This design comes from an exercise in tuning for small area on the open sky130 flow, not from production work. In this exercise RTL edits were held to simulation tests only and were not proved equivalent to the original. Power figures rest on the tool's default switching activity, not on a simulated workload.

`design/flow/constraint.sdc`:
```
create_clock -name core_clock -period 12.0 [get_ports {sdram_clk}]
set_input_delay 2.4000 -clock core_clock [delete_from_list [all_inputs] [get_ports {sdram_clk}]]
set_output_delay 2.4000 -clock core_clock [all_outputs]
set_load 0.01 [all_outputs]
```
`design/flow/config.mk`:
```
export PLATFORM = sky130hd
export DESIGN_NAME = sdrc_top
export DESIGN_NICKNAME = sdrc_top
export VERILOG_FILES = /design/flow/design.v
export SDC_FILE = /design/flow/constraint.sdc
export NUM_CORES = 4
export LEC_CHECK = 0
export ABC_AREA = 1
export CAP_MARGIN = 20
export CORE_MARGIN = 2
export CORE_UTILIZATION = 60
export SLEW_MARGIN = 20
```
`design/flow/flow/run.sh`:
```
#!/bin/bash
# Own layout flow: the standard ORFS layout (standard.sh), with
#  - synthesis by flow/synth.tcl: the standard synthesis script, except that
#    ABC maps the combinational logic with flow/abc_area.script;
#  - every input and output port buffered with sky130_fd_sc_hd__buf_1;
#  - the clock tree built from sky130_fd_sc_hd__clkbuf_4, without dummy loads.
# make's full output goes to flow_make.log; ORFS keeps each step's own log
# under orfs/logs/.
set -euo pipefail
W=$(pwd)
export OWN_ABC_SCRIPT=$W/flow/abc_area.script
bash standard.sh \
  SYNTH_SCRIPT=$W/flow/synth.tcl \
  "BUFFER_PORTS_ARGS=-buffer_cell sky130_fd_sc_hd__buf_1" \
  "CTS_ARGS=-sink_clustering_enable -repair_clock_nets -dont_use_dummy_load -buf_list sky130_fd_sc_hd__clkbuf_4" \
  finish > $W/flow_make.log 2>&1
grep -q "own flow abc" $W/orfs/logs/*/sdrc_top/base/1_2_yosys.log
test -s $W/out/final.def
```
`design/flow/design.v`:
```
`timescale 1ns/1ps
module sdrc_req_gen (
   input             clk,
   input             reset_n,
   input [1:0]       cfg_colbits,
   input [1:0]       sdr_width,
   input             req,
   input [25:0]      req_addr,
   input [8:0]       req_len,
   input             req_wr_n,
   input             req_wrap,
   output reg        req_ack,
   output reg        r2x_idle,
   output reg        r2b_req,
   output reg        r2b_start,
   output            r2b_last,
   output reg        r2b_write,
   output            r2b_wrap,
   output [1:0]      r2b_ba,
   output [12:0]     r2b_raddr,
   output [10:0]     r2b_caddr,
   output [8:0]      r2b_len,
   input             b2r_ack,
   input             b2r_arb_ok
);
   localparam REQ_IDLE      = 2'b00;
   localparam REQ_ACTIVE    = 2'b01;
   localparam REQ_PAGE_WRAP = 2'b10;
   reg  [1:0]  req_st, next_req_st;
   reg         req_ld, lcl_wrap, page_ovflw_r;
   reg  [8:0]  lcl_req_len;
   reg  [10:0] curr_col;     
   reg  [14:0] curr_rb;      
   wire [10:0] col_mask = {cfg_colbits == 2'b11, cfg_colbits[1], |cfg_colbits, 8'hff};
   reg  [10:0] col_sh;
   reg  [8:0]  req_len_int;
   always @(*) begin
      case (sdr_width)
         2'b00:   begin col_sh = req_addr[10:0];         req_len_int = req_len;               end
         2'b01:   begin col_sh = {req_addr[9:0], 1'b0};  req_len_int = {req_len[7:0], 1'b0};  end
         default: begin col_sh = {req_addr[8:0], 2'b0};  req_len_int = {req_len[6:0], 2'b0};  end
      endcase
   end
   wire [10:0] col_in = col_sh & col_mask;
   wire [1:0] w = (sdr_width == 2'b00) ? 2'd0 : (sdr_width == 2'b01) ? 2'd1 : 2'd2;
   wire [3:0] s = 4'd8 + {2'b0, cfg_colbits} - {2'b0, w};
   reg  [14:0] rb_in;
   always @(*) begin
      case (s)
         4'd6:    rb_in = req_addr[20:6];
         4'd7:    rb_in = req_addr[21:7];
         4'd8:    rb_in = req_addr[22:8];
         4'd9:    rb_in = req_addr[23:9];
         4'd10:   rb_in = req_addr[24:10];
         default: rb_in = req_addr[25:11];
      endcase
   end
   wire [11:0] page   = 12'h100 << cfg_colbits;
   wire [11:0] end_in = {1'b0, col_in} + {3'b0, req_len_int};
   wire page_ovflw = (end_in > page) & ~req_wrap;
   wire [11:0] room = page - {1'b0, curr_col};
   assign r2b_len  = (r2b_start & page_ovflw_r) ? room[8:0] : lcl_req_len;
   wire [8:0]  next_req_len = lcl_req_len - r2b_len;
   wire [11:0] next_sum = {1'b0, curr_col} + {3'b0, r2b_len};
   wire [10:0] next_col = next_sum[10:0] & col_mask;
   wire [1:0]  next_cy  = (cfg_colbits == 2'b00) ? next_sum[9:8] :
                          (cfg_colbits == 2'b01) ? {1'b0, next_sum[9]} :
                          (cfg_colbits == 2'b10) ? {1'b0, next_sum[10]} : {1'b0, next_sum[11]};
   wire [14:0] next_rb  = curr_rb + {13'b0, next_cy};
   assign r2b_wrap  = lcl_wrap;
   assign r2b_last  = (r2b_start & ~page_ovflw_r) | (req_st == REQ_PAGE_WRAP);
   assign r2b_ba    = curr_rb[1:0];
   assign r2b_raddr = curr_rb[14:2];
   assign r2b_caddr = curr_col;
   always @ (posedge clk) begin
      page_ovflw_r  <= req_ack & page_ovflw;
      if (req_ack) begin
         r2b_write     <= ~req_wr_n;
         lcl_wrap      <= req_wrap;
      end
      r2b_start   <= (req_ack) ? 1'b1 : (b2r_ack) ? 1'b0 : r2b_start;
      lcl_req_len <= (req_ack) ? req_len_int :
                     (req_ld) ? next_req_len : lcl_req_len;
      curr_col    <= (req_ack) ? col_in : (req_ld) ? next_col : curr_col;
      curr_rb     <= (req_ack) ? rb_in  : (req_ld) ? next_rb  : curr_rb;
   end
   always @ (*) begin
      r2x_idle    = 1'b0;
      req_ack     = 1'b0;
      req_ld      = 1'b0;
      r2b_req     = 1'b0;
      next_req_st = REQ_IDLE;
      case (req_st)
         REQ_IDLE : begin
            r2x_idle = ~req;
            req_ack = req & b2r_arb_ok;
            next_req_st = (req & b2r_arb_ok) ? REQ_ACTIVE : REQ_IDLE;
         end
         REQ_ACTIVE : begin
            req_ld = b2r_ack;
            r2b_req = 1'b1;
            next_req_st = (b2r_ack) ? ((page_ovflw_r) ? REQ_PAGE_WRAP : REQ_IDLE) : REQ_ACTIVE;
         end
         REQ_PAGE_WRAP : begin
            req_ld = b2r_ack;
            r2b_req = 1'b1;
            next_req_st = (b2r_ack) ? REQ_IDLE : REQ_PAGE_WRAP;
         end
         default : ;
      endcase
   end
   always @ (posedge clk)
      if (~reset_n) req_st <= REQ_IDLE;
      else          req_st <= next_req_st;
endmodule
`timescale 1ns/1ps
module sdrc_bank_fsm (
   input             clk,
   input             reset_n,
   input             r2b_req,
   input [12:0]      r2b_raddr,
   input             r2b_write,
   input             page_hit,
   output            b2r_ack,
   input             sdr_dma_last,
   input             h_write,
   output reg        b2x_req,
   output reg [1:0]  b2x_cmd,
   output            idle,
   output reg [12:0] l_raddr,
   output reg        bank_valid,
   input             x2b_ack,
   output            tras_ok,
   input             xfr_ok,
   input             x2b_refresh,
   input             x2b_pre_ok,
   input             x2b_act_ok,
   input             x2b_rdok,
   input             x2b_wrok,
   input [3:0]       tras_delay,
   input [3:0]       trp_delay,
   input [3:0]       trcd_delay
);
   localparam BANK_IDLE         = 3'b000;
   localparam BANK_PRE          = 3'b001;
   localparam BANK_ACT          = 3'b010;
   localparam BANK_XFR          = 3'b011;
   localparam BANK_DMA_LAST_PRE = 3'b100;
   reg [2:0]  bank_st, next_bank_st;
   reg [3:0]  tras_cntr, timer0;
   reg        l_sdr_dma_last;
   assign idle = (bank_st == BANK_IDLE);
   assign b2r_ack = idle & r2b_req;
   assign tras_ok = ~|tras_cntr;
   wire timer0_tc = ~|timer0;
   wire activate_bank = (b2x_cmd == 2'b01) & x2b_ack;
   wire ld_trp  = (b2x_cmd == 2'b00) & x2b_ack;
   wire closed = (bank_st == BANK_DMA_LAST_PRE);
   always @ (posedge clk)
      if (~reset_n) begin
         bank_valid <= 1'b0;
         tras_cntr <= 4'b0;
         timer0 <= 4'b0;
         bank_st <= BANK_IDLE;
         l_sdr_dma_last <= 1'b0;
      end
      else begin
         bank_valid <= (x2b_refresh | closed) ? 1'b0 :
                       (activate_bank) ? 1'b1 : bank_valid;
         tras_cntr <= (activate_bank) ? tras_delay :
                      (~tras_ok) ? tras_cntr - 4'b1 : 4'b0;
         timer0 <= (ld_trp) ? trp_delay :
                   (activate_bank) ? trcd_delay :
                   (~timer0_tc) ? timer0 - 4'b1 : timer0;
         bank_st <= next_bank_st;
         if (b2r_ack) l_sdr_dma_last <= sdr_dma_last;
      end
   always @ (posedge clk)
      if (b2r_ack) l_raddr <= r2b_raddr;
   always @ (*) begin
      b2x_req = 1'b0;
      b2x_cmd = 2'b00;
      next_bank_st = bank_st;
      case (bank_st)
         BANK_IDLE : begin
            if (r2b_req) begin
               if (page_hit) begin
                  b2x_req = xfr_ok & ((r2b_write) ? x2b_wrok : x2b_rdok);
                  b2x_cmd = {1'b1, r2b_write};
                  next_bank_st = (x2b_ack) ? BANK_IDLE : BANK_XFR;
               end
               else begin
                  b2x_req = tras_ok & x2b_pre_ok;
                  next_bank_st = (~l_sdr_dma_last & x2b_ack) ? BANK_ACT : BANK_PRE;
               end
            end
         end
         BANK_PRE : begin
            b2x_req = tras_ok & x2b_pre_ok;
            next_bank_st = (x2b_ack) ? BANK_ACT : BANK_PRE;
         end
         BANK_ACT : begin
            b2x_req = timer0_tc & x2b_act_ok;
            b2x_cmd = 2'b01;
            next_bank_st = (x2b_ack) ? BANK_XFR : BANK_ACT;
         end
         BANK_XFR : begin
            b2x_req = timer0_tc & xfr_ok & ((h_write) ? x2b_wrok : x2b_rdok);
            b2x_cmd = {1'b1, h_write};
            next_bank_st = (x2b_refresh) ? BANK_ACT :
                           (x2b_ack & l_sdr_dma_last) ? BANK_DMA_LAST_PRE :
                           (x2b_ack) ? BANK_IDLE : BANK_XFR;
         end
         BANK_DMA_LAST_PRE : begin
            b2x_req = tras_ok & x2b_pre_ok;
            next_bank_st = (x2b_ack) ? BANK_IDLE : BANK_DMA_LAST_PRE;
         end
         default : ;
      endcase
   end
endmodule
`timescale 1ns/1ps
module sdrc_bank_ctl (
   input             clk,
   input             reset_n,
   input [1:0]       a2b_req_depth,
   input             r2b_req,
   input             r2b_start,
   input             r2b_last,
   input             r2b_wrap,
   input [1:0]       r2b_ba,
   input [12:0]      r2b_raddr,
   input [10:0]      r2b_caddr,
   input [8:0]       r2b_len,
   input             r2b_write,
   output            b2r_arb_ok,
   output            b2r_ack,
   output            b2x_idle,
   output reg        b2x_req,
   output            b2x_start,
   output            b2x_last,
   output            b2x_wrap,
   output reg [1:0]  b2x_ba,
   output [12:0]     b2x_addr,
   output [8:0]      b2x_len,
   output [1:0]      b2x_cmd,
   input             x2b_ack,
   output            b2x_tras_ok,
   input             x2b_refresh,
   input             x2b_pre_ok,
   input             x2b_act_ok,
   input             x2b_rdok,
   input             x2b_wrok,
   input             sdr_req_norm_dma_last,
   input [3:0]       tras_delay,
   input [3:0]       trp_delay,
   input [3:0]       trcd_delay
);
   wire [3:0]  r2i_req, i2r_ack, i2x_req, tras_ok, idle, valid;
   wire [12:0] row [0:3];
   wire [1:0]  i2x_cmd [0:3];
   wire [3:0]  x2i_ack, xfr_ok;
   reg [1:0]   rank_cnt;
   reg [1:0]   rank_ba0, rank_ba1, rank_ba2;
   reg [2:0]   rank_ba_last;
   reg [10:0]  f_caddr0, f_caddr1, f_caddr2;
   reg [8:0]   f_len0, f_len1, f_len2;
   reg [3:0]   f_flg0, f_flg1, f_flg2;    
   wire rank_fifo_mt   = (rank_cnt == 2'b00);
   wire rank_fifo_full = (rank_cnt == a2b_req_depth);
   assign b2x_tras_ok = &tras_ok;
   assign b2r_arb_ok  = ~rank_fifo_full;
   assign b2r_ack     = |i2r_ack;
   assign b2x_idle    = rank_fifo_mt;
   wire [1:0] xfr_ba = rank_fifo_mt ? r2b_ba : rank_ba0;
   genvar g;
   generate for (g = 0; g < 4; g = g + 1) begin : gb
      assign r2i_req[g] = (r2b_ba == g) & r2b_req & ~rank_fifo_full;
      assign x2i_ack[g] = (b2x_ba == g) & x2b_ack;
      assign xfr_ok[g]  = (xfr_ba == g);
   end endgenerate
   wire page_hit = valid[r2b_ba] & (r2b_raddr == row[r2b_ba]);
   wire [3:0] pa_req = i2x_req & {~i2x_cmd[3][1], ~i2x_cmd[2][1], ~i2x_cmd[1][1], ~i2x_cmd[0][1]};
   wire rank_req0 = i2x_req[xfr_ba];
   wire rank_req1 = rank_cnt[1] & pa_req[rank_ba1];
   wire rank_req2 = (rank_cnt == 2'd3) & pa_req[rank_ba2];
   always @ (*) begin
      b2x_req = 1'b1;
      if (rank_req0)      b2x_ba = xfr_ba;
      else if (rank_req1) b2x_ba = rank_ba1;
      else if (rank_req2) b2x_ba = rank_ba2;
      else begin
         b2x_req = 1'b0;
         b2x_ba = xfr_ba;
      end
   end
   assign b2x_cmd = i2x_cmd[b2x_ba];
   wire [10:0] caddr = rank_fifo_mt ? r2b_caddr : f_caddr0;
   assign b2x_len   = rank_fifo_mt ? r2b_len   : f_len0;
   assign b2x_start = rank_fifo_mt ? r2b_start : f_flg0[3];
   assign b2x_last  = rank_fifo_mt ? r2b_last  : f_flg0[2];
   assign b2x_wrap  = rank_fifo_mt ? r2b_wrap  : f_flg0[1];
   wire   h_write   = f_flg0[0];
   wire [12:0] sel_row = idle[b2x_ba] ? r2b_raddr : row[b2x_ba];
   assign b2x_addr = b2x_cmd[1] ? {2'b0, caddr} :
                     {sel_row[12] & b2x_cmd[0], sel_row[11], sel_row[10] & b2x_cmd[0], sel_row[9:0]};
   wire rank_fifo_wr = b2r_ack;
   wire rank_fifo_rd = b2x_req & b2x_cmd[1] & x2b_ack;
   wire [2:0] rank_wr_sel;
   assign rank_wr_sel[0] = (rank_cnt == 2'd0) ? rank_fifo_wr :
                           (rank_cnt == 2'd1) ? rank_fifo_wr & rank_fifo_rd : 1'b0;
   assign rank_wr_sel[1] = (rank_cnt == 2'd1) ? rank_fifo_wr & ~rank_fifo_rd :
                           (rank_cnt == 2'd2) ? rank_fifo_wr & rank_fifo_rd : 1'b0;
   assign rank_wr_sel[2] = (rank_cnt == 2'd2) ? rank_fifo_wr & ~rank_fifo_rd :
                           (rank_cnt == 2'd3) ? rank_fifo_wr & rank_fifo_rd : 1'b0;
   always @ (posedge clk)
      if (~reset_n) begin
         rank_cnt <= 2'b0;
         rank_ba0 <= 2'b0;
         rank_ba1 <= 2'b0;
         rank_ba2 <= 2'b0;
         rank_ba_last <= 3'b0;
      end
      else begin
         rank_cnt <= (rank_fifo_wr & ~rank_fifo_rd) ? rank_cnt + 2'b1 :
                     (~rank_fifo_wr & rank_fifo_rd) ? rank_cnt - 2'b1 : rank_cnt;
         rank_ba0 <= (rank_wr_sel[0]) ? r2b_ba : (rank_fifo_rd) ? rank_ba1 : rank_ba0;
         rank_ba1 <= (rank_wr_sel[1]) ? r2b_ba : (rank_fifo_rd) ? rank_ba2 : rank_ba1;
         rank_ba2 <= (rank_wr_sel[2]) ? r2b_ba : (rank_fifo_rd) ? 2'b00 : rank_ba2;
         rank_ba_last[0] <= (rank_wr_sel[0]) ? sdr_req_norm_dma_last :
                            (rank_fifo_rd) ? rank_ba_last[1] : rank_ba_last[0];
         rank_ba_last[1] <= (rank_wr_sel[1]) ? sdr_req_norm_dma_last :
                            (rank_fifo_rd) ? rank_ba_last[2] : rank_ba_last[1];
         rank_ba_last[2] <= (rank_wr_sel[2]) ? sdr_req_norm_dma_last :
                            (rank_fifo_rd) ? 1'b0 : rank_ba_last[2];
      end
   wire [3:0] r2b_flg = {r2b_start, r2b_last, r2b_wrap, r2b_write};
   always @ (posedge clk) begin
      if (rank_wr_sel[0]) begin
         f_caddr0 <= r2b_caddr; f_len0 <= r2b_len; f_flg0 <= r2b_flg;
      end else if (rank_fifo_rd) begin
         f_caddr0 <= f_caddr1; f_len0 <= f_len1; f_flg0 <= f_flg1;
      end
      if (rank_wr_sel[1]) begin
         f_caddr1 <= r2b_caddr; f_len1 <= r2b_len; f_flg1 <= r2b_flg;
      end else if (rank_fifo_rd) begin
         f_caddr1 <= f_caddr2; f_len1 <= f_len2; f_flg1 <= f_flg2;
      end
      if (rank_wr_sel[2]) begin
         f_caddr2 <= r2b_caddr; f_len2 <= r2b_len; f_flg2 <= r2b_flg;
      end
   end
   wire [3:0] dma_last_i = {1'b0, rank_ba_last};
   generate for (g = 0; g < 4; g = g + 1) begin : gf
      sdrc_bank_fsm u_fsm (
         .clk (clk), .reset_n (reset_n),
         .r2b_req (r2i_req[g]), .r2b_raddr (r2b_raddr), .r2b_write (r2b_write),
         .page_hit (page_hit), .b2r_ack (i2r_ack[g]), .sdr_dma_last (dma_last_i[g]),
         .h_write (h_write),
         .b2x_req (i2x_req[g]), .b2x_cmd (i2x_cmd[g]), .idle (idle[g]),
         .l_raddr (row[g]), .bank_valid (valid[g]), .x2b_ack (x2i_ack[g]),
         .tras_ok (tras_ok[g]), .xfr_ok (xfr_ok[g]), .x2b_refresh (x2b_refresh),
         .x2b_pre_ok (x2b_pre_ok), .x2b_act_ok (x2b_act_ok),
         .x2b_rdok (x2b_rdok), .x2b_wrok (x2b_wrok),
         .tras_delay (tras_delay), .trp_delay (trp_delay), .trcd_delay (trcd_delay));
   end endgenerate
endmodule
`timescale 1ns/1ps
module sdrc_xfr_ctl (
   input             clk,
   input             reset_n,
   input             b2x_req,
   input             b2x_start,
   input             b2x_last,
   input             b2x_wrap,
   input [1:0]       b2x_ba,
   input [12:0]      b2x_addr,
   input [8:0]       b2x_len,
   input [1:0]       b2x_cmd,
   input             b2x_tras_ok,
   output            x2b_ack,
   output            x2b_refresh,
   output            x2b_pre_ok,
   output            x2b_act_ok,
   output            x2b_rdok,
   output            x2b_wrok,
   output reg        sdr_cs_n,
   output reg        sdr_ras_n,
   output reg        sdr_cas_n,
   output reg        sdr_we_n,
   output reg [7:0]  sdr_dqm,
   output reg [1:0]  sdr_ba,
   output reg [12:0] sdr_addr,
   output reg [63:0] sdr_dout,
   output reg        sdr_den_n,
   output            x2a_rdlast,
   output            x2a_wrlast,
   input [63:0]      a2x_wrdt,
   input [7:0]       a2x_wren_n,
   output            x2a_wrnext,
   output            x2a_rdok,
   output reg        sdr_init_done,
   input             sdram_enable,
   input [12:0]      sdram_mode_reg,
   input             cas_latency_3,
   input [3:0]       trp_delay,
   input [3:0]       trcar_delay,
   input [11:0]      rfsh_time,
   input [2:0]       rfsh_rmax
);
   localparam SDR_DESEL     = 4'b1111;
   localparam SDR_NOOP      = 4'b0111;
   localparam SDR_ACTIVATE  = 4'b0011;
   localparam SDR_READ      = 4'b0101;
   localparam SDR_WRITE     = 4'b0100;
   localparam SDR_BT        = 4'b0110;
   localparam SDR_PRECHARGE = 4'b0010;
   localparam SDR_REFRESH   = 4'b0001;
   localparam SDR_MODE      = 4'b0000;
   localparam XFR_IDLE  = 2'b00;
   localparam XFR_WRITE = 2'b01;
   localparam XFR_READ  = 2'b10;
   localparam XFR_RDWT  = 2'b11;
   reg [1:0]   xfr_st, next_xfr_st;
   reg [12:0]  xfr_caddr;
   reg         l_last, l_wrap;
   reg [1:0]   l_ba;
   reg [11:0]  l_len;
   reg         mgmt_req;
   reg [3:0]   mgmt_cmd;
   reg [12:0]  mgmt_addr;
   reg [1:0]   mgmt_ba;
   reg         sel_mgmt, sel_b2x;
   reg         cb_pre_ok, rdok, wrok, wr_next, rd_next, act_cmd, d_act_cmd;
   reg [3:0]   i_xfr_cmd;
   reg [4:0]   l_rd_next, l_rd_last;
   reg         init_delay_done;
   wire b2x_read   = (b2x_cmd == 2'b10);
   wire b2x_write  = (b2x_cmd == 2'b11);
   wire b2x_prechg = (b2x_cmd == 2'b00);
   wire [3:0] b2x_sdr_cmd = {1'b0, b2x_cmd[1], ~b2x_cmd[1], b2x_cmd[1] ^ b2x_cmd[0]};
   wire b2x_prechg_hit = b2x_prechg & (b2x_ba == l_ba);
   wire [3:0]  xfr_cmd  = (sel_mgmt) ? mgmt_cmd : (sel_b2x) ? b2x_sdr_cmd : i_xfr_cmd;
   wire [12:0] xfr_addr = (sel_mgmt) ? mgmt_addr : (sel_b2x) ? b2x_addr : xfr_caddr + 13'd1;
   wire [1:0]  xfr_ba   = (sel_mgmt) ? mgmt_ba : (sel_b2x) ? b2x_ba : l_ba;
   wire mgmt_ack = sel_mgmt;
   assign x2b_ack = sel_b2x;
   wire ld_xfr = sel_b2x & b2x_cmd[1];
   wire [11:0] xfr_len  = (ld_xfr) ? {3'b0, b2x_len} : l_len;
   wire [11:0] l_len_m1 = l_len - 12'd1;
   wire l_xfr_end = ~|l_len_m1;
   wire [11:0] next_xfr_len = (ld_xfr) ? {3'b0, b2x_len} : (l_xfr_end) ? l_len : l_len_m1;
   wire d_rd_next  = cas_latency_3 ? l_rd_next[4] : l_rd_next[3];
   wire d_rd_last  = cas_latency_3 ? l_rd_last[4] : l_rd_last[3];
   wire rd_pipe_mt = ~|l_rd_next[2:0] & ~(cas_latency_3 & l_rd_next[3]);
   wire last_burst = (ld_xfr) ? b2x_last : l_last;
   wire len_le1 = ~|xfr_len[11:1];
   wire rd_last = rd_next & last_burst & len_le1;
   wire wr_last = last_burst & len_le1;
   wire burst_bdry = &xfr_caddr[1:0];
   always @ (posedge clk) begin
      xfr_caddr <= (ld_xfr) ? b2x_addr : (rd_next | wr_next) ? xfr_caddr + 13'd1 : xfr_caddr;
      if (ld_xfr) begin
         l_wrap <= b2x_wrap;
         l_ba <= b2x_ba;
      end
      l_len <= next_xfr_len;
      act_cmd <= (xfr_cmd == SDR_ACTIVATE);
      d_act_cmd <= act_cmd;
   end
   always @ (posedge clk)
      if (~reset_n) begin
         l_last <= 1'b0;
         l_rd_next <= 5'b0;
         l_rd_last <= 5'b0;
         xfr_st <= XFR_IDLE;
      end
      else begin
         l_last <= last_burst;
         l_rd_next <= {l_rd_next[3:0], rd_next};
         l_rd_last <= {l_rd_last[3:0], rd_last};
         xfr_st <= next_xfr_st;
      end
   always @ (*) begin
      case (xfr_st)
         XFR_IDLE : begin
            sel_mgmt = mgmt_req;
            sel_b2x = ~mgmt_req & sdr_init_done & b2x_req;
            i_xfr_cmd = SDR_DESEL;
            rd_next = ~mgmt_req & sdr_init_done & b2x_req & b2x_read;
            wr_next = ~mgmt_req & sdr_init_done & b2x_req & b2x_write;
            rdok = ~mgmt_req;
            cb_pre_ok = 1'b1;
            wrok = ~mgmt_req;
            next_xfr_st = (mgmt_req | ~sdr_init_done) ? XFR_IDLE :
                          (~b2x_req) ? XFR_IDLE :
                          (b2x_read) ? XFR_READ :
                          (b2x_write) ? XFR_WRITE : XFR_IDLE;
         end
         XFR_READ : begin
            rd_next = ~l_xfr_end | ~mgmt_req & b2x_req & b2x_read;
            wr_next = 1'b0;
            rdok = l_xfr_end & ~mgmt_req;
            cb_pre_ok = l_xfr_end;
            wrok = 1'b0;
            sel_mgmt = 1'b0;
            if (l_xfr_end) begin
               if (~l_wrap) begin
                  i_xfr_cmd = SDR_BT;
                  sel_b2x = b2x_req & ~mgmt_req & (b2x_read | b2x_prechg_hit);
               end
               else begin
                  i_xfr_cmd = SDR_DESEL;
                  sel_b2x = b2x_req & ~mgmt_req & ~b2x_write;
               end
               next_xfr_st = (sdr_init_done) ? ((b2x_req & ~mgmt_req & b2x_read) ? XFR_READ : XFR_RDWT) : XFR_IDLE;
            end
            else begin
               i_xfr_cmd = (burst_bdry & ~l_wrap) ? SDR_READ : SDR_DESEL;
               sel_b2x = ~(burst_bdry & ~l_wrap) & b2x_req;
               next_xfr_st = XFR_READ;
            end
         end
         XFR_RDWT : begin
            rd_next = ~mgmt_req & b2x_req & b2x_read;
            wr_next = rd_pipe_mt & ~mgmt_req & b2x_req & b2x_write;
            rdok = ~mgmt_req;
            cb_pre_ok = 1'b1;
            wrok = rd_pipe_mt & ~mgmt_req;
            sel_mgmt = mgmt_req;
            sel_b2x = ~mgmt_req & b2x_req;
            i_xfr_cmd = SDR_DESEL;
            next_xfr_st = (~mgmt_req & b2x_req & b2x_read) ? XFR_READ :
                          (~rd_pipe_mt) ? XFR_RDWT :
                          (~mgmt_req & b2x_req & b2x_write) ? XFR_WRITE : XFR_IDLE;
         end
         default : begin  
            rd_next = l_xfr_end & ~mgmt_req & b2x_req & b2x_read;
            wr_next = ~l_xfr_end | ~mgmt_req & b2x_req & b2x_write;
            rdok = l_xfr_end & ~mgmt_req;
            cb_pre_ok = 1'b0;
            wrok = l_xfr_end & ~mgmt_req;
            sel_mgmt = 1'b0;
            if (l_xfr_end) begin
               if (~l_wrap) begin
                  sel_b2x = b2x_req & ~mgmt_req & (b2x_read | b2x_write);
                  i_xfr_cmd = SDR_BT;
               end
               else begin
                  sel_b2x = b2x_req & ~mgmt_req & ~b2x_prechg_hit;
                  i_xfr_cmd = SDR_DESEL;
               end
               next_xfr_st = (~mgmt_req & b2x_req & b2x_read) ? XFR_READ :
                             (~mgmt_req & b2x_req & b2x_write) ? XFR_WRITE : XFR_IDLE;
            end
            else begin
               if (burst_bdry & ~l_wrap) begin
                  sel_b2x = 1'b0;
                  i_xfr_cmd = SDR_WRITE;
               end
               else begin
                  sel_b2x = b2x_req & ~mgmt_req;
                  i_xfr_cmd = SDR_DESEL;
               end
               next_xfr_st = XFR_WRITE;
            end
         end
      endcase
   end
   assign x2b_refresh = (xfr_cmd == SDR_REFRESH);
   assign x2b_act_ok  = ~act_cmd & ~d_act_cmd;
   assign x2b_rdok    = rdok;
   assign x2b_wrok    = wrok;
   assign x2b_pre_ok  = cb_pre_ok;
   assign x2a_rdlast = d_rd_last;
   assign x2a_wrlast = wr_last;
   assign x2a_wrnext = wr_next;
   assign x2a_rdok   = d_rd_next;
   always @ (posedge clk)
      if (~reset_n) begin
         sdr_cs_n  <= 1'b1;
         sdr_ras_n <= 1'b1;
         sdr_cas_n <= 1'b1;
         sdr_we_n  <= 1'b1;
         sdr_dqm   <= 8'hff;
         sdr_den_n <= 1'b1;
      end
      else begin
         sdr_cs_n  <= xfr_cmd[3];
         sdr_ras_n <= xfr_cmd[2];
         sdr_cas_n <= xfr_cmd[1];
         sdr_we_n  <= xfr_cmd[0];
         sdr_dqm <= (~init_delay_done) ? 8'hff : (wr_next) ? a2x_wren_n : 8'h00;
         sdr_den_n <= ~wr_next;
      end
   always @ (posedge clk) begin
      sdr_addr <= xfr_addr;
      sdr_ba   <= xfr_ba;
      sdr_dout <= a2x_wrdt;
   end
   localparam MGM_INIT_DELAY   = 4'b0000;
   localparam MGM_INIT_NOOP    = 4'b0001;
   localparam MGM_POWERUP      = 4'b0010;
   localparam MGM_PRECHARGE    = 4'b0011;
   localparam MGM_PCHWT        = 4'b0100;
   localparam MGM_REFRESH      = 4'b0101;
   localparam MGM_REFWT        = 4'b0110;
   localparam MGM_MODE_REG     = 4'b0111;
   localparam MGM_MODE_WT      = 4'b1000;
   localparam MGM_MODE_EXT_REG = 4'b1001;
   localparam MGM_MODE_EXT_WT  = 4'b1010;
   localparam MGM_ACTIVE       = 4'b1011;
   reg [3:0]  mgmt_st, next_mgmt_st;
   reg [3:0]  tmr0, tmr0_d;
   reg [3:0]  cntr1, cntr1_d;
   reg        ld_tmr0, ld_cntr1, dec_cntr1, set_sdr_init_done;
   reg [11:0] rfsh_timer;
   reg [2:0]  rfsh_row_cnt;
   reg [11:0] init_lfsr;
   reg        mode_set, wr_mode_set;
   wire tmr0_tc = ~|tmr0;
   wire cntr1_tc = ~|cntr1;
   wire rfsh_timer_tc = (rfsh_timer == rfsh_time);
   wire ref_req = (rfsh_row_cnt >= rfsh_rmax);
   wire precharge_ok = cb_pre_ok & b2x_tras_ok;
   always @ (posedge clk)
      if (~reset_n) begin
         mgmt_st <= MGM_POWERUP;
         tmr0 <= 4'b0;
         cntr1 <= 4'h7;
         rfsh_timer <= 12'b0;
         rfsh_row_cnt <= 3'b0;
         sdr_init_done <= 1'b0;
         init_lfsr <= 12'h001;
         init_delay_done <= 1'b0;
         mode_set <= 1'b0;
      end
      else begin
         mgmt_st <= next_mgmt_st;
         tmr0 <= (ld_tmr0) ? tmr0_d : (~tmr0_tc) ? tmr0 - 4'd1 : tmr0;
         cntr1 <= (ld_cntr1) ? cntr1_d : (dec_cntr1) ? cntr1 - 4'd1 : cntr1;
         sdr_init_done <= (set_sdr_init_done | sdr_init_done) & sdram_enable;
         rfsh_timer <= (rfsh_timer_tc) ? 12'b0 : rfsh_timer + 12'd1;
         rfsh_row_cnt <= (~set_sdr_init_done) ? 3'b0 :
                         (rfsh_timer_tc) ? rfsh_row_cnt + 3'd1 : rfsh_row_cnt;
         init_lfsr <= {init_lfsr[10:0], init_lfsr[11] ^ init_lfsr[5] ^ init_lfsr[3] ^ init_lfsr[0]};
         init_delay_done <= init_delay_done | (init_lfsr == 12'hc83);
         mode_set <= wr_mode_set;
      end
   always @ (*) begin
      mgmt_req = 1'b1;
      mgmt_cmd = SDR_DESEL;
      mgmt_ba = 2'b0;
      mgmt_addr = 13'h400;
      ld_tmr0 = 1'b0;
      tmr0_d = 4'h7;
      ld_cntr1 = 1'b0;
      dec_cntr1 = 1'b0;
      cntr1_d = {1'b0, rfsh_row_cnt};
      set_sdr_init_done = 1'b0;
      wr_mode_set = 1'b0;
      next_mgmt_st = MGM_POWERUP;
      case (mgmt_st)
         MGM_POWERUP : begin
            mgmt_req = 1'b0;
            ld_cntr1 = 1'b1;
            cntr1_d = 4'hf;
            next_mgmt_st = (sdram_enable) ? MGM_INIT_DELAY : MGM_POWERUP;
         end
         MGM_INIT_DELAY : begin
            mgmt_req = 1'b0;
            next_mgmt_st = (init_delay_done) ? MGM_INIT_NOOP : MGM_INIT_DELAY;
         end
         MGM_INIT_NOOP : begin
            mgmt_cmd = SDR_NOOP;
            ld_tmr0 = mgmt_ack;
            tmr0_d = trp_delay;
            next_mgmt_st = (mgmt_ack) ? MGM_PRECHARGE : MGM_INIT_NOOP;
         end
         MGM_PRECHARGE : begin
            mgmt_cmd = (precharge_ok) ? SDR_PRECHARGE : SDR_DESEL;
            ld_tmr0 = mgmt_ack;
            tmr0_d = trp_delay;
            next_mgmt_st = (precharge_ok & mgmt_ack) ? MGM_PCHWT : MGM_PRECHARGE;
         end
         MGM_PCHWT : begin
            next_mgmt_st = (tmr0_tc) ? MGM_REFRESH : MGM_PCHWT;
         end
         MGM_REFRESH : begin
            mgmt_cmd = SDR_REFRESH;
            ld_tmr0 = mgmt_ack;
            tmr0_d = trcar_delay;
            dec_cntr1 = mgmt_ack;
            wr_mode_set = mode_set;
            next_mgmt_st = (mgmt_ack) ? MGM_REFWT : MGM_REFRESH;
         end
         MGM_REFWT : begin
            wr_mode_set = mode_set;
            next_mgmt_st = (~tmr0_tc) ? MGM_REFWT :
                           (~cntr1_tc) ? MGM_REFRESH :
                           (sdr_init_done | mode_set) ? MGM_ACTIVE : MGM_MODE_REG;
         end
         MGM_MODE_REG : begin
            mgmt_cmd = SDR_MODE;
            mgmt_ba = {1'b0, sdram_mode_reg[11]};
            mgmt_addr = sdram_mode_reg;
            ld_tmr0 = mgmt_ack;
            next_mgmt_st = (mgmt_ack) ? MGM_MODE_WT : MGM_MODE_REG;
         end
         MGM_MODE_WT : begin
            next_mgmt_st = (~tmr0_tc) ? MGM_MODE_WT : MGM_MODE_EXT_REG;
         end
         MGM_MODE_EXT_REG : begin
            mgmt_cmd = SDR_MODE;
            mgmt_ba = 2'b10;
            mgmt_addr = 13'h0;
            ld_tmr0 = mgmt_ack;
            next_mgmt_st = (mgmt_ack) ? MGM_MODE_EXT_WT : MGM_MODE_EXT_REG;
         end
         MGM_MODE_EXT_WT : begin
            wr_mode_set = 1'b1;
            next_mgmt_st = (~tmr0_tc) ? MGM_MODE_EXT_WT : MGM_REFRESH;
         end
         MGM_ACTIVE : begin
            mgmt_req = 1'b0;
            ld_cntr1 = ref_req;
            set_sdr_init_done = 1'b1;
            next_mgmt_st = (~sdram_enable) ? MGM_POWERUP :
                           (ref_req) ? MGM_PRECHARGE : MGM_ACTIVE;
         end
         default : begin
            mgmt_req = 1'b0;
            next_mgmt_st = MGM_POWERUP;
         end
      endcase
   end
endmodule
`timescale 1ns/1ps
module sdrc_bs_convert (
   input             clk,
   input             reset_n,
   input [1:0]       sdr_width,
   input             x2a_rdlast,
   input [63:0]      x2a_rddt,
   input             x2a_rdok,
   input             x2a_wrlast,
   input             x2a_wrnext,
   output reg [63:0] a2x_wrdt,
   output reg [7:0]  a2x_wren_n,
   input [63:0]      app_wr_data,
   input [7:0]       app_wr_en_n,
   output reg        app_wr_next,
   output reg [63:0] app_rd_data,
   output reg        app_rd_valid
);
   reg [23:0] saved_rd_data;
   reg [1:0]  rd_xfr_count;
   reg [1:0]  wr_xfr_count;
   always @(*) begin
      if (sdr_width == 2'b00) begin
         a2x_wrdt     = app_wr_data;
         a2x_wren_n   = app_wr_en_n;
         app_wr_next  = x2a_wrnext;
         app_rd_data  = x2a_rddt;
         app_rd_valid = x2a_rdok;
      end
      else if (sdr_width == 2'b01) begin
         app_wr_next  = x2a_wrnext & wr_xfr_count[0];
         app_rd_valid = x2a_rdok & rd_xfr_count[0];
         if (wr_xfr_count[0]) begin
            a2x_wren_n = {6'b0, app_wr_en_n[3:2]};
            a2x_wrdt   = {48'b0, app_wr_data[31:16]};
         end
         else begin
            a2x_wren_n = {6'b0, app_wr_en_n[1:0]};
            a2x_wrdt   = {48'b0, app_wr_data[15:0]};
         end
         app_rd_data = {x2a_rddt[47:0], saved_rd_data[15:0]};
      end
      else begin
         app_wr_next  = x2a_wrnext & (wr_xfr_count == 2'b11);
         app_rd_valid = x2a_rdok & (rd_xfr_count == 2'b11);
         case (wr_xfr_count)
            2'b11: begin a2x_wren_n = {7'b0, app_wr_en_n[3]}; a2x_wrdt = {56'b0, app_wr_data[31:24]}; end
            2'b10: begin a2x_wren_n = {7'b0, app_wr_en_n[2]}; a2x_wrdt = {56'b0, app_wr_data[23:16]}; end
            2'b01: begin a2x_wren_n = {7'b0, app_wr_en_n[1]}; a2x_wrdt = {56'b0, app_wr_data[15:8]}; end
            default: begin a2x_wren_n = {7'b0, app_wr_en_n[0]}; a2x_wrdt = {56'b0, app_wr_data[7:0]}; end
         endcase
         app_rd_data = {x2a_rddt[39:0], saved_rd_data[23:0]};
      end
   end
   always @(posedge clk) begin
      if (!reset_n) begin
         rd_xfr_count  <= 2'b0;
         wr_xfr_count  <= 2'b0;
      end
      else begin
         if (x2a_wrlast)      wr_xfr_count <= 2'b0;
         else if (x2a_wrnext) wr_xfr_count <= wr_xfr_count + 2'b1;
         if (x2a_rdlast)      rd_xfr_count <= 2'b0;
         else if (x2a_rdok)   rd_xfr_count <= rd_xfr_count + 2'b1;
      end
      if (x2a_rdok) begin
            if (sdr_width == 2'b01)
               saved_rd_data[15:0] <= x2a_rddt[15:0];
            else begin
               if (rd_xfr_count == 2'b00)      saved_rd_data[7:0]   <= x2a_rddt[7:0];
               else if (rd_xfr_count == 2'b01) saved_rd_data[15:8]  <= x2a_rddt[7:0];
               else if (rd_xfr_count == 2'b10) saved_rd_data[23:16] <= x2a_rddt[7:0];
            end
      end
   end
endmodule
`timescale 1ns/1ps
module sdrc_core (
   input         clk,
   input         reset_n,
   input  [1:0]  sdr_width,
   input  [1:0]  cfg_colbits,
   input         app_req,
   input  [25:0] app_req_addr,
   input  [8:0]  app_req_len,
   input         app_req_wrap,
   input         app_req_wr_n,
   output        app_req_ack,
   input  [1:0]  cfg_req_depth,
   input  [63:0] app_wr_data,
   input  [7:0]  app_wr_en_n,
   output [63:0] app_rd_data,
   output        app_rd_valid,
   output        app_last_rd,
   output        app_last_wr,
   output        app_wr_next_req,
   output        sdr_init_done,
   output        sdr_cs_n,
   output        sdr_cke,
   output        sdr_ras_n,
   output        sdr_cas_n,
   output        sdr_we_n,
   output [7:0]  sdr_dqm,
   output [1:0]  sdr_ba,
   output [12:0] sdr_addr,
   input  [63:0] pad_sdr_din,
   output [63:0] sdr_dout,
   output [7:0]  sdr_den_n,
   input         cfg_sdr_en,
   input  [12:0] cfg_sdr_mode_reg,
   input  [3:0]  cfg_sdr_tras_d,
   input  [3:0]  cfg_sdr_trp_d,
   input  [3:0]  cfg_sdr_trcd_d,
   input  [2:0]  cfg_sdr_cas,
   input  [3:0]  cfg_sdr_trcar_d,
   input  [3:0]  cfg_sdr_twr_d,
   input  [11:0] cfg_sdr_rfsh,
   input  [2:0]  cfg_sdr_rfmax
);
   wire        r2b_req, r2b_start, r2b_last, r2b_wrap, r2b_write, r2x_idle;
   wire [1:0]  r2b_ba;
   wire [12:0] r2b_raddr;
   wire [10:0] r2b_caddr;
   wire [8:0]  r2b_len;
   wire        b2r_ack, b2r_arb_ok;
   wire        b2x_idle, b2x_req, b2x_start, b2x_last, b2x_wrap, b2x_tras_ok;
   wire [1:0]  b2x_ba, b2x_cmd;
   wire [12:0] b2x_addr;
   wire [8:0]  b2x_len;
   wire        x2b_ack, x2b_refresh, x2b_pre_ok, x2b_act_ok, x2b_rdok, x2b_wrok;
   wire        x2a_rdlast, x2a_wrlast, x2a_wrnext, x2a_rdok;
   wire [63:0] a2x_wrdt;
   wire [7:0]  a2x_wren_n;
   wire        den_n;
   reg [63:0] pad_sdr_din1, pad_sdr_din2;
   always @ (posedge clk) begin
      pad_sdr_din1 <= pad_sdr_din;
      pad_sdr_din2 <= pad_sdr_din1;
   end
   reg [1:0] cfg_req_depth_r, cfg_colbits_r;
   reg       cfg_cas3_r;
   always @ (posedge clk) begin
      cfg_req_depth_r <= cfg_req_depth;
      cfg_colbits_r   <= cfg_colbits;
      cfg_cas3_r      <= cfg_sdr_cas[0];
   end
   assign sdr_cke   = 1'b1;
   assign sdr_den_n = {8{den_n}};
   assign app_last_wr = x2a_wrlast;
   assign app_last_rd = x2a_rdlast;
   sdrc_req_gen u_req_gen (
      .clk (clk), .reset_n (reset_n), .cfg_colbits (cfg_colbits_r), .sdr_width (sdr_width),
      .req (app_req), .req_addr (app_req_addr), .req_len (app_req_len),
      .req_wr_n (app_req_wr_n), .req_wrap (app_req_wrap), .req_ack (app_req_ack),
      .r2x_idle (r2x_idle),
      .r2b_req (r2b_req), .r2b_start (r2b_start), .r2b_last (r2b_last),
      .r2b_write (r2b_write), .r2b_wrap (r2b_wrap), .r2b_ba (r2b_ba),
      .r2b_raddr (r2b_raddr), .r2b_caddr (r2b_caddr), .r2b_len (r2b_len),
      .b2r_ack (b2r_ack), .b2r_arb_ok (b2r_arb_ok));
   sdrc_bank_ctl u_bank_ctl (
      .clk (clk), .reset_n (reset_n), .a2b_req_depth (cfg_req_depth_r),
      .r2b_req (r2b_req), .r2b_start (r2b_start), .r2b_last (r2b_last),
      .r2b_wrap (r2b_wrap), .r2b_ba (r2b_ba), .r2b_raddr (r2b_raddr),
      .r2b_caddr (r2b_caddr), .r2b_len (r2b_len), .r2b_write (r2b_write),
      .b2r_arb_ok (b2r_arb_ok), .b2r_ack (b2r_ack),
      .b2x_idle (b2x_idle), .b2x_req (b2x_req), .b2x_start (b2x_start),
      .b2x_last (b2x_last), .b2x_wrap (b2x_wrap), .b2x_ba (b2x_ba),
      .b2x_addr (b2x_addr), .b2x_len (b2x_len), .b2x_cmd (b2x_cmd),
      .x2b_ack (x2b_ack), .b2x_tras_ok (b2x_tras_ok), .x2b_refresh (x2b_refresh),
      .x2b_pre_ok (x2b_pre_ok), .x2b_act_ok (x2b_act_ok), .x2b_rdok (x2b_rdok),
      .x2b_wrok (x2b_wrok), .sdr_req_norm_dma_last (app_req),
      .tras_delay (cfg_sdr_tras_d), .trp_delay (cfg_sdr_trp_d), .trcd_delay (cfg_sdr_trcd_d));
   sdrc_xfr_ctl u_xfr_ctl (
      .clk (clk), .reset_n (reset_n),
      .b2x_req (b2x_req), .b2x_start (b2x_start), .b2x_last (b2x_last),
      .b2x_wrap (b2x_wrap), .b2x_ba (b2x_ba), .b2x_addr (b2x_addr),
      .b2x_len (b2x_len), .b2x_cmd (b2x_cmd), .b2x_tras_ok (b2x_tras_ok),
      .x2b_ack (x2b_ack), .x2b_refresh (x2b_refresh), .x2b_pre_ok (x2b_pre_ok),
      .x2b_act_ok (x2b_act_ok), .x2b_rdok (x2b_rdok), .x2b_wrok (x2b_wrok),
      .sdr_cs_n (sdr_cs_n), .sdr_ras_n (sdr_ras_n), .sdr_cas_n (sdr_cas_n),
      .sdr_we_n (sdr_we_n), .sdr_dqm (sdr_dqm), .sdr_ba (sdr_ba), .sdr_addr (sdr_addr),
      .sdr_dout (sdr_dout), .sdr_den_n (den_n),
      .x2a_rdlast (x2a_rdlast), .x2a_wrlast (x2a_wrlast), .a2x_wrdt (a2x_wrdt),
      .a2x_wren_n (a2x_wren_n), .x2a_wrnext (x2a_wrnext), .x2a_rdok (x2a_rdok),
      .sdr_init_done (sdr_init_done),
      .sdram_enable (cfg_sdr_en), .sdram_mode_reg (cfg_sdr_mode_reg),
      .cas_latency_3 (cfg_cas3_r), .trp_delay (cfg_sdr_trp_d),
      .trcar_delay (cfg_sdr_trcar_d), .rfsh_time (cfg_sdr_rfsh), .rfsh_rmax (cfg_sdr_rfmax));
   sdrc_bs_convert u_bs_convert (
      .clk (clk), .reset_n (reset_n), .sdr_width (sdr_width),
      .x2a_rdlast (x2a_rdlast), .x2a_rddt (pad_sdr_din2), .x2a_rdok (x2a_rdok),
      .x2a_wrlast (x2a_wrlast), .x2a_wrnext (x2a_wrnext),
      .a2x_wrdt (a2x_wrdt), .a2x_wren_n (a2x_wren_n),
      .app_wr_data (app_wr_data), .app_wr_en_n (app_wr_en_n),
      .app_wr_next (app_wr_next_req), .app_rd_data (app_rd_data),
      .app_rd_valid (app_rd_valid));
endmodule
`timescale 1ns/1ps
module sdrc_top 
           (
                   cfg_sdr_width       ,
                   cfg_colbits         ,
                    app_req        ,                   
                    app_req_addr   ,
                    app_req_len    ,
                    app_req_wr_n   ,
                    app_req_wrap   ,
                    app_req_ack    ,                  
                    app_wr_en_n    ,                   
                    app_wr_next_req,                   
                    app_rd_valid   ,                   
                    app_last_rd    ,                    
                    app_last_wr,
                    app_wr_data    ,
                    app_rd_data    ,
                    sdram_clk           ,
                    sdram_resetn        ,
                    sdr_cs_n            ,
                    sdr_cke             ,
                    sdr_ras_n           ,
                    sdr_cas_n           ,
                    sdr_we_n            ,
                    sdr_dqm             ,
                    sdr_ba              ,
                    sdr_addr            , 
                    pad_sdr_din         ,  
                    sdr_dout            ,  
                    sdr_den_n           ,  
                    sdr_init_done       ,
                    cfg_req_depth       ,	         
                    cfg_sdr_en          ,
                    cfg_sdr_mode_reg    ,
                    cfg_sdr_tras_d      ,
                    cfg_sdr_trp_d       ,
                    cfg_sdr_trcd_d      ,
                    cfg_sdr_cas         ,
                    cfg_sdr_trcar_d     ,
                    cfg_sdr_twr_d       ,
                    cfg_sdr_rfsh        ,
    	            cfg_sdr_rfmax
	    );
parameter      APP_AW   = 26;   
parameter      APP_DW   = 64;   
parameter      APP_BW   = 8;    
parameter      APP_RW   = 9;    
parameter      SDR_DW   = 64;   
parameter      SDR_BW   = 8;    
parameter      dw       = 64;   
parameter      tw       = 8;    
parameter      bl       = 9;    
input                   sdram_clk          ;  
input                   sdram_resetn       ;  
input [1:0]             cfg_sdr_width      ;  
input [1:0]             cfg_colbits        ;  
output                  sdr_cke             ;  
output 			        sdr_cs_n            ;  
output                  sdr_ras_n           ;  
output                  sdr_cas_n           ;  
output			        sdr_we_n            ;  
output [SDR_BW-1:0] 	sdr_dqm             ;  
output [1:0] 		    sdr_ba              ;  
output [12:0] 		    sdr_addr            ;  
input [SDR_DW-1:0] 	    pad_sdr_din         ;  
output [SDR_DW-1:0] 	sdr_dout            ;  
output [SDR_BW-1:0] 	sdr_den_n           ;  
output                           sdr_init_done       ;  
input [3:0] 	                 cfg_sdr_tras_d      ;  
input [3:0]                      cfg_sdr_trp_d       ;  
input [3:0]                      cfg_sdr_trcd_d      ;  
input 			                 cfg_sdr_en          ;  
input [1:0] 		             cfg_req_depth       ;  
input [12:0]       		         cfg_sdr_mode_reg    ;
input [2:0] 			         cfg_sdr_cas         ;  
input [3:0]       			     cfg_sdr_trcar_d     ;  
input [3:0]                      cfg_sdr_twr_d       ;  
input [12-1 : 0]  cfg_sdr_rfsh;
input [3 -1 : 0] cfg_sdr_rfmax;
input                  app_req            ;  
input                  app_req_wrap       ;  
input [APP_AW-1:0]     app_req_addr       ;  
input [bl-1:0]         app_req_len        ;
input                  app_req_wr_n       ;  
output                 app_req_ack        ;  
wire                   app_busy_n         ;  
input [dw/8-1:0]       app_wr_en_n        ;  
output                 app_wr_next_req    ;  
output                 app_rd_valid       ;  
output                 app_last_rd        ;  
output                 app_last_wr        ;  
input [dw-1:0]         app_wr_data        ;  
output  [dw-1:0]       app_rd_data        ;  
sdrc_core u_sdrc_core (
   .clk (sdram_clk), .reset_n (sdram_resetn), .sdr_width (cfg_sdr_width), .cfg_colbits (cfg_colbits),
   .app_req (app_req), .app_req_addr (app_req_addr), .app_req_len (app_req_len),
   .app_req_wrap (app_req_wrap), .app_req_wr_n (app_req_wr_n), .app_req_ack (app_req_ack),
   .cfg_req_depth (cfg_req_depth), .app_wr_data (app_wr_data), .app_wr_en_n (app_wr_en_n),
   .app_rd_data (app_rd_data), .app_rd_valid (app_rd_valid), .app_last_rd (app_last_rd),
   .app_last_wr (app_last_wr), .app_wr_next_req (app_wr_next_req), .sdr_init_done (sdr_init_done),
   .sdr_cs_n (sdr_cs_n), .sdr_cke (sdr_cke), .sdr_ras_n (sdr_ras_n), .sdr_cas_n (sdr_cas_n),
   .sdr_we_n (sdr_we_n), .sdr_dqm (sdr_dqm), .sdr_ba (sdr_ba), .sdr_addr (sdr_addr),
   .pad_sdr_din (pad_sdr_din), .sdr_dout (sdr_dout), .sdr_den_n (sdr_den_n),
   .cfg_sdr_en (cfg_sdr_en), .cfg_sdr_mode_reg (cfg_sdr_mode_reg), .cfg_sdr_tras_d (cfg_sdr_tras_d),
   .cfg_sdr_trp_d (cfg_sdr_trp_d), .cfg_sdr_trcd_d (cfg_sdr_trcd_d), .cfg_sdr_cas (cfg_sdr_cas),
   .cfg_sdr_trcar_d (cfg_sdr_trcar_d), .cfg_sdr_twr_d (cfg_sdr_twr_d), .cfg_sdr_rfsh (cfg_sdr_rfsh),
   .cfg_sdr_rfmax (cfg_sdr_rfmax));
endmodule  
```
`design/flow/flow/synth.tcl`:
```
# The standard synthesis (synth_recipe.tcl), except that ABC maps the
# combinational logic with flow/abc_area.script (an area-oriented &nf
# mapping) instead of ORFS's abc script. Registers are mapped before ABC
# runs, so they keep the standard synthesis's cells and names.
proc synth {args} { yosys synth -nofsm -noshare {*}$args }
proc abc {args} {
  set newargs {}
  set skip 0
  foreach a $args {
    if {$skip} { set skip 0; lappend newargs $::env(OWN_ABC_SCRIPT); continue }
    if {$a eq "-script"} { set skip 1 }
    lappend newargs $a
  }
  puts "own flow abc: $newargs"
  yosys abc {*}$newargs
}
source $::env(SCRIPTS_DIR)/synth.tcl
# left out here: clear keep_hierarchy, flatten, clean up, hide names made inside functions, write 1_2_yosys.v
```
`design/flow/standard.sh`:
```
#!/bin/bash
# synth_recipe.tcl (not shown) runs the flow's synth.tcl, then flattens the netlist and writes it again
# the make line also repeats each setting of config.mk as NAME=value (left out here)
make -C /OpenROAD-flow-scripts/flow DESIGN_CONFIG=/design/flow/config.mk WORK_HOME=/design/flow/orfs CLKGATE_MAP_FILE= SYNTH_SCRIPT=/design/flow/synth_recipe.tcl "${@:-finish}"
```
`design/flow/flow/abc_area.script`:
```
strash
&get -n
&fraig -x
&put
scorr
dc2
strash
dch -f
dc2
strash
&get -n
&dch -f
&nf -R 1000
&put
strash
&get -n
&dch -f
&nf -R 1000
&put
strash
&get -n
&dch -f
&nf -R 1000
&put
```
==> notes.md, run 1 <==
run status=timing/DRC/antenna clean; crit share post-route=95.74%; critical path's largest stage delay=0.63 ns; Static Leak=0.01062 uW; Clk Latency, worst-skew pair=1.00 ns; peak supply drop=0.1217 mV; grt total ovfl=0; GR met1 Demand/Resource=40.48%; DRT iter0 DRCs=2331; Slew headroom=34.28%; Synth async-reset ratio=0%; fin crit period=11.49 ns; crit start category=flop; Post-synth top cells=355 x dfxtp_1, 326 x nand2_1, 207 x edfxtp_1; Initial Util=60.92%; GRT Total Usage=32.33%; Rows=74; fin cells=3629; Reg clk slew, reported paths=0.06 ns; Buffers & Inverters on Critical Path=6; nets@finish=3409; Ports=404; die height=208.1 um; final-report hold violation count=0; DRC=0; Fillers=3322; Cell Area, Synth=24990 um^2; Hold Worst Slack=0.3126 ns; die area=43300 um^2; Worst Path Class, Setup=reg -> out; most numerous cell in the Yosys netlist=dfxtp_1; Max Cap Violations=0; Via density=6.099; CP required=9.60 ns; cells after synthesis=2514; vias in the first global route=21180; area delta synth->final=14.26%; DR pass1 iterations=9; Final Core Density=69.61%; Post-DP HPWL=51700 um; top_reg_cell synth=dfxtp_1; pwr dens=223.5 nW/um^2; Post-synth EDFFs=207; Final GP Congestion=0.9723; post-synthesis sequential area ratio=53.31%; number of antenna violations at the first check in global routing=3; final slew viol count=0; Worst Hold Class=reg -> reg; Worst EP arrival=9.09 ns; CTS root buf=clkbuf_4; Routed Wire Length=71010 um; largest area contributor in the netlist=dfxtp_1; grt peak-use layer=met2; Slowest cell on crit path=or4b_4; htree depth=4; largest net degree at the start of global routing=70; CTS Buf Count=145; number of synthesis warnings=6; setup TNS=0 ns; via count=22130; met2 usage=53.69%; multi-input logic area=11060 um^2; Synth area leaders=dfxtp_1 28%, edfxtp_1 25%, nand2_1 4.9%; layout cells sized above 1=6.634%; I/O Buffers=396; Post-Place Cells=3475; most used cell, CP=nor2_1; synth unique cells=64; CTS tree=built; worst-path maximum fanout=13; Longest Clk Path Bufs=3; met3 track demand over resource=7.668%; post-synth top area share=28.44%; register area=13320 um^2; synthesized area per cell=9.940 um^2; first-pass GRT wire length=110300 um; CP delay by family, top=simple AND/OR/NAND/NOR gates; Setup WS pre-CTS=1.037 ns; crit path capture type=output port; Slew @ Worst Pin=0.9857 ns; clock sinks=562; Die Wd=208.1 um; fmax=0.08704 GHz; Yosys reg bits=562; Placeable Area=41020 um^2; antenna-violating nets left=0; Setup Viol. Count Final=0; syn_nets=2831; Final Worst Setup Slack=0.5108 ns; Wirelength per Cell=19.57 um; Fin Clk Skew=0.08568 ns
layout by cell type (no fill, tap or decap), types with 15 or more instances in the layout:
| master | netlist | final |
|---|---|---|
| xor2_1 | 40 | 40 |
| buf_1 | 0 | 395 |
| nand3_1 | 47 | 47 |
| nor2b_1 | 23 | 23 |
| a222oi_1 | 92 | 92 |
| nand2b_1 | 28 | 28 |
| a21o_1 | 29 | 29 |
| a22o_1 | 31 | 31 |
| and2_0 | 85 | 84 |
| a22oi_1 | 36 | 36 |
| nand2_1 | 326 | 326 |
| buf_4 | 9 | 43 |
| a31oi_1 | 39 | 39 |
| nor3_1 | 50 | 50 |
| nand4_1 | 17 | 17 |
| a21oi_1 | 186 | 180 |
| ha_1 | 78 | 78 |
| and3_1 | 22 | 22 |
| dfxtp_1 | 355 | 355 |
| a211oi_1 | 20 | 19 |
| edfxtp_1 | 207 | 207 |
| nor2_1 | 204 | 202 |
| o21ai_0 | 168 | 165 |
| clkinv_1 | 155 | 153 |
| xnor2_1 | 50 | 50 |
| o22ai_1 | 15 | 15 |
| clkbuf_4 | 0 | 145 |
| mux2i_1 | 16 | 16 |
power breakdown:
part           leakage [uW]  switching (uW)  internal [uW]
registers           0.00484             266           2380
logic               0.00511            1600            920
clock network      0.000667             666            548
kinds of logic (layout without fill, tap and decap cells):
| logic type | Yosys count | count (layout) | synth area share, % |
|---|---|---|---|
| AO/OA/AOI/OAI | 725 | 725 | 19.39 |
| XOR/XNOR | 90 | 90 | 3.154 |
| adder cells (fa/ha/maj) | 83 | 83 | 4.306 |
| buffers and inverters | 164 | 740 | 2.599 |
| flip-flops | 562 | 562 | 53.31 |
| multiplexers | 31 | 31 | 1.317 |
| other | 1 | 8 | 0.01501 |
| AND/OR/NAND/NOR | 858 | 858 | 15.90 |
metrics by stage:
stage	area (um^2)	power, uW
floorplan	24990	4294
global placement	27410	5033
detailed placement	27410	5133
CTS	28500	6356
global route	28540	6809
finish	28550	6381
worst register-to-register path: cells and delay by family (launching register included):
kind / cells / cell delay (ns)
AND/OR/NAND/NOR: 16 / 3.37
AO/OA/AOI/OAI: 10 / 2.32
buffers and inverters: 6 / 1.71
adder cells (fa/ha/maj): 3 / 0.65
multiplexers: 2 / 0.51
flip-flops: 1 / 0.43
XOR/XNOR: 1 / 0.22
final timing paths:
kind	start	to	slack [ns]	depth (start not counted)
min reg2reg	u_sdrc_core.pad_sdr_din1[0]$_DFF_P_	u_sdrc_core.pad_sdr_din2[0]$_DFF_P_	0.31	0
max	u_sdrc_core.u_xfr_ctl.l_len[0]$_DFFE_PP_	app_last_wr	0.51	39
min	u_sdrc_core.pad_sdr_din1[0]$_DFF_P_	u_sdrc_core.pad_sdr_din2[0]$_DFF_P_	0.31	0
max reg2reg	u_sdrc_core.u_xfr_ctl.l_len[0]$_DFFE_PP_	u_sdrc_core.u_bank_ctl.f_len1[8]$_DFFE_PP_	2.20	38
final cells by class:
type                            count  area share (%)
Sequential cell                   562           46.66
Multi-Input combinational cell   1788           38.74
Timing Repair Buffer              440           6.358
Clock buffer                      145           3.812
Tap cell                          532           2.331
Inverter                          155           2.038
Antenna cell                        7         0.06135
sequential cells by signal (all words and copies together) (netlist names), 11 cells and up:
name,count
u_sdrc_core.pad_sdr_din1,64
u_sdrc_core.pad_sdr_din2,64
u_sdrc_core.u_bank_ctl.f_caddr0,11
u_sdrc_core.u_bank_ctl.f_caddr1,11
u_sdrc_core.u_bank_ctl.f_caddr2,11
u_sdrc_core.u_bank_ctl.gf.u_fsm.bank_st,12
u_sdrc_core.u_bank_ctl.gf.u_fsm.l_raddr,52
u_sdrc_core.u_bank_ctl.gf.u_fsm.timer0,16
u_sdrc_core.u_bank_ctl.gf.u_fsm.tras_cntr,16
u_sdrc_core.u_bs_convert.saved_rd_data,24
u_sdrc_core.u_req_gen.curr_col,11
u_sdrc_core.u_req_gen.curr_rb,15
u_sdrc_core.u_xfr_ctl.init_lfsr,12
u_sdrc_core.u_xfr_ctl.l_len,12
u_sdrc_core.u_xfr_ctl.rfsh_timer,12
u_sdrc_core.u_xfr_ctl.sdr_addr,13
u_sdrc_core.u_xfr_ctl.sdr_dout,64
u_sdrc_core.u_xfr_ctl.xfr_caddr,13
repair_timing:
action                                  in CTS  in global routing
gates resized for setup                      1                  8
endpoints found under the setup margin       1                  1
pin swaps                                    0                  2
buffers inserted                             0                  2
hold buffers                                 0                  0
per-layer routing:
metal	routed length [um]	vias up
met3	6076	157
met1	28560	10390
met4	2482	0
li1	-	10470
met5	0	-
met2	33890	1116
==> inputs of run 2 (changes only) <==
--- a/design/flow/design.v
+++ b/design/flow/design.v
@@ -59,13 +59,16 @@
    wire [11:0] end_in = {1'b0, col_in} + {3'b0, req_len_int};
    wire page_ovflw = (end_in > page) & ~req_wrap;
    wire [11:0] room = page - {1'b0, curr_col};
-   assign r2b_len  = (r2b_start & page_ovflw_r) ? room[8:0] : lcl_req_len;
-   wire [8:0]  next_req_len = lcl_req_len - r2b_len;
-   wire [11:0] next_sum = {1'b0, curr_col} + {3'b0, r2b_len};
-   wire [10:0] next_col = next_sum[10:0] & col_mask;
-   wire [1:0]  next_cy  = (cfg_colbits == 2'b00) ? next_sum[9:8] :
-                          (cfg_colbits == 2'b01) ? {1'b0, next_sum[9]} :
-                          (cfg_colbits == 2'b10) ? {1'b0, next_sum[10]} : {1'b0, next_sum[11]};
+   wire split = r2b_start & page_ovflw_r;
+   assign r2b_len  = split ? room[8:0] : lcl_req_len;
+   wire [11:0] end_sum = {1'b0, curr_col} + {3'b0, lcl_req_len};
+   wire [11:0] rest    = end_sum - page;
+   wire [8:0]  next_req_len = split ? rest[8:0] : 9'd0;
+   wire [10:0] next_col = split ? 11'd0 : (end_sum[10:0] & col_mask);
+   wire [1:0]  end_cy   = (cfg_colbits == 2'b00) ? end_sum[9:8] :
+                          (cfg_colbits == 2'b01) ? {1'b0, end_sum[9]} :
+                          (cfg_colbits == 2'b10) ? {1'b0, end_sum[10]} : {1'b0, end_sum[11]};
+   wire [1:0]  next_cy  = split ? 2'd1 : end_cy;
    wire [14:0] next_rb  = curr_rb + {13'b0, next_cy};
    assign r2b_wrap  = lcl_wrap;
    assign r2b_last  = (r2b_start & ~page_ovflw_r) | (req_st == REQ_PAGE_WRAP);
==> design/flow/flow/run.sh (replaced) <==
#!/bin/bash
# Own layout flow: the standard ORFS layout (standard.sh), with
#  - synthesis by flow/synth.tcl: the standard synthesis script, except that
#    ABC maps the combinational logic with flow/abc_area.script;
#  - every input and output port buffered with sky130_fd_sc_hd__buf_1;
#  - the clock tree built from sky130_fd_sc_hd__clkbuf_8 in sink clusters of
#    up to 16 flip-flops within 50 um, without dummy loads.
# make's full output goes to flow_make.log; ORFS keeps each step's own log
# under orfs/logs/.
set -euo pipefail
W=$(pwd)
export OWN_ABC_SCRIPT=$W/flow/abc_area.script
bash standard.sh \
  SYNTH_SCRIPT=$W/flow/synth.tcl \
  "BUFFER_PORTS_ARGS=-buffer_cell sky130_fd_sc_hd__buf_1" \
  "CTS_ARGS=-sink_clustering_enable -repair_clock_nets -dont_use_dummy_load -buf_list sky130_fd_sc_hd__clkbuf_8 -sink_clustering_size 16 -sink_clustering_max_diameter 50" \
  finish > $W/flow_make.log 2>&1
grep -q "own flow abc" $W/orfs/logs/*/sdrc_top/base/1_2_yosys.log
test -s $W/out/final.def
==> notes.md, run 2 <==
fmax=0.08916 GHz (+2.4%); Slowest cell on crit path=edfxtp_1; syn_nets=2735 (-3.4%); most common cell after layout, fill and taps aside=buf_1; Slew headroom=31.14% (-3.1 points); CTS root buf=clkbuf_8; die height=206.5 um (-0.75%); top_reg_cell synth=dfxtp_1; R2R Path Start=u_sdrc_core.u_req_gen.curr_rb[0]$_DFFE_PP_; layout cells sized above 1=4.195% (-2.4 points); largest registers=u_sdrc_core.pad_sdr_din1: 64 flops, u_sdrc_core.pad_sdr_din2: 64 flops, u_sdrc_core.u_xfr_ctl.sdr_dout: 64 flops; largest area contributor in the netlist=dfxtp_1; DRT iter0 DRCs=2227 (-4.5%); Routed Wire Length=65980 um (-7.1%); CTS Buf Count=50 (-66%); post-synth top area share=28.88% (+0.44 points); reg2reg setup slack=2.10 ns (-0.10 ns); Slew @ Worst Pin=1.033 ns (+0.04719 ns); final-report hold violation count=0 (unchanged); Post-DP HPWL=47860 um (-7.4%); run status=timing/DRC/antenna clean; Max Cap Violations=0 (unchanged); synthesized area per cell=10.15 um^2 (+2.1%); final slew viol count=0 (unchanged); first-pass GRT wire length=101700 um (-7.8%); crit share post-route=93.47% (-2.3 points); setup TNS=0 ns (unchanged); Final GP Congestion=0.9133 (-6.1%); crit path capture type=output port; Placeable Area=40650 um^2 (-0.90%); hold endpoint=u_sdrc_core.pad_sdr_din2[34]$_DFF_P_; Synth area leaders=dfxtp_1 29%, edfxtp_1 25%, nand2_1 4.1%; Longest Clk Path Bufs=3 (unchanged); antenna-violating nets left=0 (unchanged); Setup Viol. Count Final=0 (unchanged); most numerous cell in the Yosys netlist=dfxtp_1; Via density=6.117 (+0.30%); Post-synth top cells=355 x dfxtp_1, 269 x nand2_1, 207 x edfxtp_1; Reg clk slew, reported paths=0.10 ns (+0.04 ns); die area=42650 um^2 (-1.5%); Synth async-reset ratio=0% (unchanged); Fin Clk Skew=0.09299 ns (+0.007308 ns); cts hold-fix bufs=0 (unchanged); fin crit period=11.22 ns (-0.2734 ns); Rows=74 (unchanged); Initial Util=60.54% (-0.38 points); Worst EP arrival=8.82 ns (-0.27 ns); CP required=9.60 ns (about the same); Yosys reg bits=562 (unchanged)
run 2: changes by cell type in the layout (fill, tap and decap cells not counted), sizes merged, moves of 9 or more:
cell and change:
clkinv -13, a22oi +10, o22ai +14, o21ai -13, nor3 +9, clkbuf -95
nor2 -13, o221ai -9, nand2 -57
run 2: how the worst max path moves through the flow:
| stage | start | to | slack (ns) | cells past startpoint |
|---|---|---|---|---|
| after global routing | u_sdrc_core.u_req_gen.curr_rb[1]$_DFFE_PP_ | app_last_wr | -0.05 | 42 |
| final | u_sdrc_core.u_req_gen.curr_rb[0]$_DFFE_PP_ | app_last_wr | 0.78 | 42 |
| after CTS | u_sdrc_core.u_req_gen.curr_rb[1]$_DFFE_PP_ | app_last_wr | 0.07 | 37 |
| after detailed placement | u_sdrc_core.u_req_gen.curr_rb[0]$_DFFE_PP_ | app_last_wr | 0.75 | 34 |
| after global placement | u_sdrc_core.u_req_gen.curr_rb[0]$_DFFE_PP_ | app_last_wr | 1.06 | 34 |
| after floorplan | u_sdrc_core.u_req_gen.curr_rb[1]$_DFFE_PP_ | app_last_wr | 0.22 | 34 |
run 2: what timing repair did:
item	4_1_cts	5_1_grt
endpoints found under the setup margin	1	1
buffers inserted	0	7
gates resized for setup	1	7
pin swaps	0	2
run 2: layout make-up:
| class | instances | area (um^2) |
|---|---|---|
| antenna | 1 | 2.502 |
| tap | 532 | 665.6 |
| fill | 3196 | 12800 |
| multi-input combinational | 1713 | 10800 |
| inverter | 141 | 530.5 |
| clock buffer | 50 | 688.2 |
| timing repair buffer | 442 | 1832 |
| sequential | 562 | 13320 |
run 2: cells by family (layout without fill, tap and decap cells):
family	count (synthesis)	after routing	synth area share (%)
and+or+nand+nor	785	785	14.85
AOI/OAI and AO/OA	726	726	19.75
DFF	562	562	54.14
buffers and inverters	150	633	2.425
xor gates and xnor gates	80	80	2.847
adders and majority gates	76	76	3.986
muxes	45	45	1.993
other	1	2	0.01524
run 2: per-stage QoR:
step | std cells | utilization, % | hold slack (ns) | power, uW | cell area, um^2
final | 3441 | 68.50 | 0.2672 | 6054 | 27840
after global routing | 3441 | 68.50 | 0.2762 | 6423 | 27840
after CTS | 3432 | 68.26 | 0.2689 | 6007 | 27740
after detailed placement | 3382 | 66.56 | 0.3121 | 5055 | 27050
after global placement | 3382 | 66.56 | 0.3101 | 4970 | 27050
after floorplan | 2425 | - | 0.3096 | 4251 | 24640
run 2: power by group:
| part | internal, uW | leakage (uW) | switching [uW] |
|---|---|---|---|
| Clock | 370 | 0.000360 | 589 |
| Combinational | 888 | 0.00496 | 1560 |
| Sequential | 2390 | 0.00485 | 261 |
| Total | 3650 | 0.0102 | 2410 |
run 2: worst max-delay path: cells and delay by family, from the launching register on:
kind	cells	cell delay (ns)
muxes	1	0.26
buffers and inverters	11	2.05
AOI/OAI and AO/OA	16	3.09
DFF	1	0.51
and+or+nand+nor	13	1.96
adders and majority gates	1	0.23
run 2: routing by layer:
layer  wire, um  vias up  track usage (%)
met5         17        -                0
met4       1775        2            10.56
met3       5304      108            4.778
met2      31810      950            50.90
met1      27070     9989            39.50
li1           -    10000                -

==> port drivers added, routing unchanged <==
In the flow no input, the clock included, has a driving cell. The finished layouts below were timed again as built, in two steps. Step 1 assumes that a clkbuf_16 drives the clock port and a buf_2 every other input. Step 2 also shifts input and output timing later by t, the mid clock arrival at the registers, as if the neighbouring blocks saw the same clock. Three values: ideal ports, drivers, drivers and shift; two values: the first two.
run	t (ns)	setup WS [ns]	clock arrival spread, ns	cell pins on the clock port's net
run 1	1.017	0.511 / 0.453 / 1.470	0.090 / 0.090	1
run 2	0.678	0.784 / 0.734 / 1.412	0.093 / 0.093	1
After both steps setup and hold are still met in every run listed.
